From an optimization exercise on the open Yosys and OpenROAD flow, aimed at small area and a short achievable clock period; shortcuts taken in it are not production practice.
At most, simulation tests tie the RTL to the original design; equivalence was not proved.
Power figures rest on the tool's default switching activity, not on a simulated workload.

Design opstack, start of the top module:
module opstack(clk, num, op, x, qtop);
  input clk, num, op;
  input [15:0] x;
  output [15:0] qtop;
  wire [15:0] qnext, s, d;
  wire load, push, pop;
  alu alu0(.a(qtop), .b(qnext), .f(x[4:0]), .s(s));
  stack stack0(clk, load, push, pop, d, qtop, qnext);
  assign load=num|op;
  assign push=num;
  assign pop=op&~x[4];
  assign d = num ? x : s;
endmodule
For scale: about 1,200 cells after synthesis, ~64 flip-flops, about 35 I/O pins, roughly 10,000 sq um of cells after synthesis.
clock: 7.0 ns
lec_check: 0
cap_margin: 20
core_margin: 2
core_utilization: 40
slew_margin: 20
run.sh (not shown) runs the stock make flow with config.mk's settings and CLKGATE_MAP_FILE= SYNTH_SCRIPT=/design/flow/synth_recipe.tcl, a recipe that flattens the netlist after the stock synthesis.
Then changed:
Settings changed: SETUP_SLACK_MARGIN set to 1.5.
The new run completed with no timing, DRC or antenna violations.
Via count came out higher slightly.
Setup slack gets better by 0.32 ns.
Non-clock buffer count came out higher by 23.
Cell count came out higher slightly.
Routed wire length came out higher by a few percent.
Hold slack stays flat.
No functional check of the RTL was part of any run of this note.


Another version of the RTL of opstack (not shown whole).
For scale: about 1000 cells after synthesis, about 35 I/O pins, ~0.0087 mm² of cells after synthesis.
==> flow/config.mk <==
export PLATFORM = sky130hd
export DESIGN_NAME = opstack
export DESIGN_NICKNAME = opstack
export VERILOG_FILES = /design/flow/design.v
export SDC_FILE = /design/flow/constraint.sdc
export NUM_CORES = 4
export LEC_CHECK = 0
export CAP_MARGIN = 20
export CORE_MARGIN = 2
export CORE_UTILIZATION = 40
export CTS_BUF_LIST = sky130_fd_sc_hd__clkbuf_4 sky130_fd_sc_hd__clkbuf_8
export SETUP_SLACK_MARGIN = 2.5
export SLEW_MARGIN = 20
export SYNTH_HIERARCHICAL = 1
==> flow/constraint.sdc <==
create_clock -name core_clock -period 7.0 [get_ports {clk}]
set_input_delay 1.4000 -clock core_clock [delete_from_list [all_inputs] [get_ports {clk}]]
set_output_delay 1.4000 -clock core_clock [all_outputs]
set_load 0.01 [all_outputs]
The baseline finished with timing, DRC and antenna clean.
Rerun with:
==> flow/flow/run.sh (new file) <==
#!/bin/bash
# Standard layout, with port buffers of the smallest buffer cell.
set -e
export BUFFER_PORTS_ARGS="-buffer_cell sky130_fd_sc_hd__buf_1"
bash standard.sh > standard.log 2>&1
==> flow/standard.sh (new file) <==
#!/bin/bash
# synth_recipe.tcl (not shown) runs the flow's synth.tcl, then flattens the netlist and writes it again
# the make line also repeats each setting of config.mk as NAME=value (left out here)
make -C /OpenROAD-flow-scripts/flow DESIGN_CONFIG=/design/flow/config.mk WORK_HOME=/design/flow/orfs CLKGATE_MAP_FILE= SYNTH_SCRIPT=/design/flow/synth_recipe.tcl "${@:-finish}"
--- a/flow/config.mk
+++ b/flow/config.mk
@@ -8,5 +8,5 @@
 export CAP_MARGIN = 20
 export CORE_MARGIN = 2
-export CORE_UTILIZATION = 40
+export CORE_UTILIZATION = 65
 export CTS_BUF_LIST = sky130_fd_sc_hd__clkbuf_4 sky130_fd_sc_hd__clkbuf_8
 export SETUP_SLACK_MARGIN = 2.5
removed: flow/run.sh
After rerunning: Setup slack loses 27 ps; sequential share of layout area rose by 0.24 points; worst hold slack gains 5.7 ps; count of clock-buffer cells in the layout is unchanged; clock skew rose by 4.8 ps.


Starting RTL as in the previous note.
==> flow/config.mk <==
export PLATFORM = sky130hd
export DESIGN_NAME = opstack
export DESIGN_NICKNAME = opstack
export VERILOG_FILES = /design/flow/design.v
export SDC_FILE = /design/flow/constraint.sdc
export NUM_CORES = 4
export LEC_CHECK = 0
export CAP_MARGIN = 20
export CORE_MARGIN = 2
export CORE_UTILIZATION = 40
export CTS_BUF_LIST = sky130_fd_sc_hd__clkbuf_4 sky130_fd_sc_hd__clkbuf_8
export SETUP_SLACK_MARGIN = 3.0
export SLEW_MARGIN = 20
export SYNTH_HIERARCHICAL = 1
export TNS_END_PERCENT = 0
==> flow/constraint.sdc <==
create_clock -name core_clock -period 7.0 [get_ports {clk}]
set_input_delay 1.4000 -clock core_clock [delete_from_list [all_inputs] [get_ports {clk}]]
set_output_delay 1.4000 -clock core_clock [all_outputs]
set_load 0.01 [all_outputs]
standard.sh (not shown) runs the stock make flow with config.mk's settings and CLKGATE_MAP_FILE= SYNTH_SCRIPT=/design/flow/synth_recipe.tcl, a recipe that flattens the netlist after the stock synthesis.
==> flow/flow/run.sh <==
#!/bin/bash
# Standard layout, with port buffers of the smallest buffer cell.
set -e
export BUFFER_PORTS_ARGS="-buffer_cell sky130_fd_sc_hd__buf_1"
bash standard.sh > standard.log 2>&1
The baseline finished with timing, DRC and antenna clean.
Next try:
- SETUP_SLACK_MARGIN: 3.0 -> 2.5
- die area stays the same
- sequential share of layout area is lower by 0.11 points
- total power decreases by about 5%
- global-route usage came out lower by 0.69 points
- area after synthesis stays the same
- synthesized cell count stays the same
- final area rises by about 1.3%

-- re-timing with driven ports --
The flow's constraints put no driver on any port. The routed layouts listed below were extracted and timed again, unchanged, in two steps. Step 1 sets driving cells, clkbuf_16 on the clock port and buf_2 on the other inputs (assumed; they add their load-dependent delay and slew). Step 2 also shifts input and output timing later by t, the mid clock arrival at the registers, as if the neighbouring blocks saw the same clock. Slacks: no drivers / after step 1 / after step 2; pairs: no drivers / after step 1.
run | t (ns) | slack for setup (ns) | worst register clock-pin slew, ns | worst slew at a driven data input, ns | cell pins on the clock port's net
the first run of note 1 | 0.408 | 1.167 / 1.167 / 1.167 | 0.07 / 0.07 | 0.04 | 1
the second run of note 1 | 0.408 | 1.486 / 1.486 / 1.486 | 0.07 / 0.07 | 0.04 | 1
the first run of note 2 | 0.392 | 2.534 / 2.491 / 2.099 | 0.08 / 0.08 | 0.08 | 1
the second run of note 2 | 0.404 | 2.506 / 2.523 / 2.118 | 0.08 / 0.08 | 0.08 | 1
the first run of note 3 | 0.397 | 2.555 / 2.545 / 2.148 | 0.09 / 0.09 | 0.06 | 1
the second run of note 3 | 0.392 | 2.530 / 2.484 / 2.093 | 0.08 / 0.08 | 0.10 | 1
After both steps every run listed still meets setup and hold. For the second run of note 3, which loses most, drivers alone change the setup slack by -0.046 ns; drivers and shift together by -0.437 ns.
